Source: an optimization exercise on an open RTL-to-GDS flow (aim: small area). Production flows keep margins and buffers that such runs may drop. Only simulation tests tie the RTL to the original design; equivalence was not proved.

==> design/flow/design.v <==
module distortion (
    input  wire signed [15:0] in_sample,
    input  wire [1:0]         mode,
    output wire signed [15:0] out_sample
);
    wire [15:0] x = in_sample;
    wire        s = x[15];
    function ge;
        input [15:0] v;
        input [15:0] c;
        integer i;
        reg r;
        begin
            r = 1'b1;
            for (i = 0; i < 16; i = i + 1)
                if (c[i]) r = v[i] & r;
                else      r = v[i] | r;
            ge = r;
        end
    endfunction
    wire m0 = (mode == 2'd0), m1 = (mode == 2'd1), m2 = (mode == 2'd2), m3 = (mode == 2'd3);
    wire pass = m0 & (s ? ~ge(x, 16'd65536 - (256) + 16'd1) : ge(x, (256))) | m1 & (s ? ~ge(x, 16'd65536 - (512) + 16'd1) : ge(x, (512))) | m2 & (s ? ~ge(x, 16'd65536 - (768) + 16'd1) : ge(x, (768))) | m3 & (s ? ~ge(x, 16'd65536 - (1024) + 16'd1) : ge(x, (1024)));
    wire lin_c = m1 & (s ? ge(x, 16'd65536 - (10000)) : ~ge(x, (10000) + 16'd1)) | m2 & (s ? ge(x, 16'd65536 - (3375)) : ~ge(x, (3375) + 16'd1)) | m3 & (s ? ge(x, 16'd65536 - (1125)) : ~ge(x, (1125) + 16'd1));
    wire mid_c = m1 & (s ? ge(x, 16'd65536 - (20000)) : ~ge(x, (20000) + 16'd1)) | m2 & (s ? ge(x, 16'd65536 - (6750)) : ~ge(x, (6750) + 16'd1)) | m3 & (s ? ge(x, 16'd65536 - (2250)) : ~ge(x, (2250) + 16'd1));
    wire lin  = pass & ~m0 & lin_c;
    wire mid  = pass & ~m0 & ~lin_c & mid_c;
    wire flat = pass & ~m0 & ~mid_c;
    wire z    = pass & m0;
    wire sr1 = mid & m1;
    wire s0  = z | mid & m2;
    wire sl1 = lin & m1 | mid & m3;
    wire sl2 = lin & m2;
    wire sl3 = lin & m3;
    wire [18:0] xe = {{3{s}}, x};
    reg  [15:0] a;
    integer i;
    always @(*) begin
        a[15] = xe[16] & sr1 | x[15] & s0 | x[14] & sl1 | x[13] & sl2 | x[12] & sl3;
        for (i = 0; i < 15; i = i + 1)
            a[i] = xe[i+1] & sr1 | x[i] & s0 | (i >= 1 ? x[i-1] : 1'b0) & sl1
                 | (i >= 2 ? x[i-2] : 1'b0) & sl2 | (i >= 3 ? x[i-3] : 1'b0) & sl3;
    end
    wire [15:0] k_mid = m1 ? (s ? -16'sd15000 : 16'sd15000)
                      : m2 ? (s ? -16'sd10125 : 16'sd10125)
                      :      (s ? -16'sd6750  : 16'sd6750);
    wire [15:0] k_flat = m1 ? (s ? -16'sd25000 : 16'sd25000)
                       : m2 ? (s ? -16'sd16875 : 16'sd16875)
                       :      (s ? -16'sd11250 : 16'sd11250);
    wire [15:0] b = (mid ? k_mid : 16'd0) | (flat ? k_flat : 16'd0);
    wire cin = mid & m1 & s & x[0];
    reg [15:0] sum;
    reg c;
    always @(*) begin
        c = cin;
        for (i = 0; i < 16; i = i + 1) begin
            sum[i] = a[i] ^ b[i] ^ c;
            c = a[i] & b[i] | a[i] & c | b[i] & c;
        end
    end
    assign out_sample = sum;
endmodule
module pedal_audio(
    input  wire        AUD_BCLK,
    input  wire        reset,
    input  wire [1:0]  SW,
    input  wire        AUD_ADCLRCK,
    input  wire        AUD_ADCDAT,
    output wire        AUD_DACLRCK,
    output wire        AUD_DACDAT
);
    reg [1:0] mode_bclk_ff1, mode_bclk_ff2;
    always @(posedge AUD_BCLK) begin
        if (reset) begin
            mode_bclk_ff1 <= 2'b00;
            mode_bclk_ff2 <= 2'b00;
        end else begin
            mode_bclk_ff1 <= SW;
            mode_bclk_ff2 <= mode_bclk_ff1;
        end
    end
    reg        lrclk_prev;
    reg [4:0]  bit_count;
    reg [15:0] cur, oth;
    reg        oth_ok;
    reg        dacdat;
    wire boundary = AUD_ADCLRCK ^ lrclk_prev;
    wire load     = boundary | reset;
    wire signed [15:0] dist_out;
    distortion u_dist (
        .in_sample(oth),
        .mode(mode_bclk_ff2),
        .out_sample(dist_out)
    );
    wire [15:0] load_val = dist_out & {16{oth_ok & ~reset}};
    always @(posedge AUD_BCLK) begin
        lrclk_prev <= AUD_ADCLRCK & ~reset;
        if (load)
            bit_count <= 5'd0;
        else if (!bit_count[4])
            bit_count <= bit_count + 5'd1;
        if (load)
            cur <= load_val;
        else if (!bit_count[4])
            cur <= {cur[14:0], AUD_ADCDAT};
        if (boundary)
            oth <= cur;
        if (reset)
            oth_ok <= 1'b0;
        else if (boundary)
            oth_ok <= bit_count[4];
        if (load)
            dacdat <= 1'b0;
        else
            dacdat <= cur[15] & ~bit_count[4];
    end
    assign AUD_DACDAT  = dacdat;
    assign AUD_DACLRCK = AUD_ADCLRCK;
endmodule
==> design/flow/run.sh <==
#!/bin/bash
# synth_recipe.tcl (not shown) runs the flow's synth.tcl, then flattens the netlist and writes it again
# the make line also repeats each setting of config.mk as NAME=value (left out here)
make -C /OpenROAD-flow-scripts/flow DESIGN_CONFIG=/design/flow/config.mk WORK_HOME=/design/flow/orfs CLKGATE_MAP_FILE= SYNTH_SCRIPT=/design/flow/synth_recipe.tcl finish
==> design/flow/config.mk <==
export PLATFORM = sky130hd
export DESIGN_NAME = pedal_audio
export DESIGN_NICKNAME = pedal_audio
export VERILOG_FILES = /design/flow/design.v
export SDC_FILE = /design/flow/constraint.sdc
export NUM_CORES = 4
export LEC_CHECK = 0
export ABC_AREA = 1
export CAP_MARGIN = 20
export CORE_MARGIN = 2
export CORE_UTILIZATION = 40
export SLEW_MARGIN = 20
==> design/flow/constraint.sdc <==
create_clock -name core_clock -period 20.0 [get_ports {AUD_BCLK}]
set_input_delay 4.0000 -clock core_clock [delete_from_list [all_inputs] [get_ports {AUD_BCLK}]]
set_output_delay 4.0000 -clock core_clock [all_outputs]
set_load 0.01 [all_outputs]
==> run summary <==
## placed cells by master, fill, tap and decap left out
master	n
nand4_1	10
bufinv_16	1
a31oi_1	1
edfxtp_1	32
a22oi_1	2
o22ai_1	10
ha_1	7
o32ai_1	1
fa_1	15
o21ai_1	4
nand2_2	5
nor2_4	3
nor2_1	35
or2_2	2
inv_1	41
a21oi_1	27
clkinv_4	1
clkbuf_8	6
o21bai_1	2
o211ai_1	8
dfxtp_1	12
inv_2	6
o221ai_1	2
buf_4	2
nor2_2	7
a22o_1	14
clkdlybuf4s50_1	7
nand2_4	1
o21ai_0	22
xor2_1	1
nand3_1	30
nand2_1	110
nor3_1	6
a21oi_2	1
clkinv_1	2
## worst min-delay path, stage by stage (launching register included)
cell and delay (ns):
dfxtp_1 0.30, inv_1 0.04, nor2_1 0.03
## cell type report
class	instances	area [um^2]	area share (%)
clock buffers	6	82.6	2.28
clock inverters	2	38.8	1.07
inverters	49	184	5.08
multi-input cells	326	1900	52.4
flip-flops and latches	44	1200	33.2
well taps	105	131	3.63
repair buffers	9	85.1	2.35
## final timing paths
path	startpoint	endpoint	slack (ns)	cells after the start
min	mode_bclk_ff1[1]	mode_bclk_ff2[1]	0.41	2
max	AUD_ADCLRCK	AUD_DACLRCK	10.94	2
max reg2reg	oth[15]	cur[15]	11.15	33
min reg2reg	mode_bclk_ff1[1]	mode_bclk_ff2[1]	0.41	2
## registers in the layout, summed over array words and instances, names as in the netlist
signal / flops
lrclk_prev: 1
mode_bclk_ff1: 2
mode_bclk_ff2: 2
oth_ok: 1
oth: 16
cur: 16
dacdat: 1
bit_count: 5
## logic make-up (layout without fill, tap and decap cells)
group | count (synthesis) | count (layout) | share of synthesized area [%]
flops | 44 | 44 | 35.3
xor+xnor | 1 | 1 | 0.258
buf+inv | 68 | 66 | 8.80
fa+ha+maj | 22 | 22 | 11.4
simple gates | 209 | 209 | 27.1
compound gates | 94 | 94 | 17.1
## report_power, final
group | total (mW) | internal, mW | switching [mW]
clock | 0.0718 | 0.0409 | 0.0310
combinational | 0.0464 | 0.0158 | 0.0306
sequential | 0.112 | 0.103 | 0.00947
total | 0.231 | 0.160 | 0.0710
## routing by layer
| layer | part of all wire (%) | up-vias | track usage [%] |
|---|---|---|---|
| met1 | 46 | 1372 | 27.0 |
| met3 | 6.0 | 17 | 4.46 |
| met2 | 47 | 97 | 30.8 |
| met5 | 0 | - | 0 |
| li1 | - | 1477 | - |
| met4 | 1.9 | 0 | 6.19 |
## stage by stage
stage | util (%) | hold slack [ns]
3_5_place_dp | 42.6 | 0.398
5_1_grt | 44.1 | 0.442
3_3_place_gp | 42.6 | 0.391
6_report | 44.1 | 0.408
2_1_floorplan | - | 0.388
4_1_cts | 44.1 | 0.412
==> results.toml <==
[run_status]
outcome = "complete, no violations"

[drt]
ant_nets = 0
drt_iter0_drc = 274
routed_wl_mm = 8.37
vias = 2963
wl_per_cell_um = 15.5
drc = 0
dr.pass1.iters = 5
vias_per_cell = 5.48

[global_routing]
track_usage_pct = 19.7
grt_pass1_vias = 2764
grt_max_degree = 21
antenna_found_initial = 0
grt_overflow = 0
grt_pass1_wl_mm = 14.0

[cts]
cts_tree = "yes"
hold_buffers = 0
cts.sinks = 44
cts_made_buffers = 5
clockRootBuffer = "clkbuf_8"
post-cts-setup-buffer-count = 0
clock_latency_ns = 0.30
clock_path_buffers = 2
htree_levels = 2
ctsResizeCount = 0
path_clk_slew_ns = 0.08

[finish]
instances_no_fill = 541
syn_to_final_growth_pct = 6.55
layout.nets = 463
drive_gt1_share_pct = 8.03
n_fill_cell = 804
diodes = 0
post-route-cell-area_um2 = 3620

[die]
dieWidth_um = 96.2
dieArea_um2 = 9250
core_um2 = 8220
die_h_um = 96.2
row_count = 33
start_util_pct = 41.4
pin_count = 8

[pwr]
power.leakage_nw = 1.53
power_density_nw_per_um2 = 63.7
ir_drop_mv = 0.0400
totalPowerFinal_mw = 0.231

[timing]
worst_pin_slew_ns = 0.727
final.min_clock_period_ns = 9.06
finalCritPeriodShare_pct = 45.3
hold_viol = 0
max_slew_margin_pct = 51.4
fmax_mhz = 110
finalSetupViolCount = 0
rsz0062_at_grt = "false"
fin_tns_setup_ns = 0
slew_viol_final = 0
fin_skew_ns = 0.0110
setup_slack_ns = 10.94

[synth]
synthCells = 438
synth_commonest_cells = "nand2_1 (110), inv_1 (41), nor2_1 (35), edfxtp_1 (32), nand3_1 (30)"
yosysMostFrequentCell = "nand2_1"
synth_edf_count = 32
synth_top_cell_by_area = "edfxtp_1"
synth_nets = 466
synth_flop_cell = "edfxtp_1"
ys_ff_latch = 44
syn_area_um2 = 3400
async_flop_share_pct = 0
syn_avg_cell_area_um2 = 7.76
synth_top_area_share_pct = 28.3
ys.warnings.count = 12
yosys.cell_types.count = 35
yosysSeqAreaShare_pct = 35.3
yosys-top-cells-area = "edfxtp_1 (28%), nand2_1 (12%), fa_1 (8.8%)"

[worst_setup_path]
cp.required_ns = 16.00
path_common_cell = "clkdlybuf4s50_1"
slowest_delay_ns = 0.55
path_buf_inv = 2
start_kind = "input pin"
crit_type = "in -> out"
critPathArrivalTime_ns = 5.06
endpoint_kind = "output port"
cp_top_family = "buffers and inverters"
cp_max_fo = 3
crit_chain = "clkdlybuf4s50_1 -> clkdlybuf4s50_1"
cp_slowest_cell = "clkdlybuf4s50_1"

[place]
port_buffers = 7
place_ws_ns = 10.94
dp_hpwl_mm = 6.41
dp.cells = 533
gp_congestion = 0.905
placed_area_um2 = 3500

[flow_run]
drv_cap = 0

[worst_hold_path]
hp-class = "reg -> reg"

## what the ideal ports hide
The results above use ideal ports. As a check the final layout listed here was re-extracted and re-timed, cells and wires unchanged. Step 1: set_driving_cell puts a clkbuf_16 on AUD_BCLK and a buf_2 on each other input, an assumption about the parent block. Step 2 also shifts input and output timing later by t, the mid clock arrival at the registers, as if the neighbouring blocks saw the same clock. Three values: no drivers, after step 1, after step 2; two values: the first two.
t, ns: 0.329
setup WS [ns]: 10.945 / 10.923 / 10.923
hold WS [ns]: 0.408 / 0.408 / 0.408
worst setup path after step 2: input to output
After both steps setup and hold are still met in this run. The setup slack of this run moves by -0.022 ns with the drivers and by -0.022 ns with both steps.
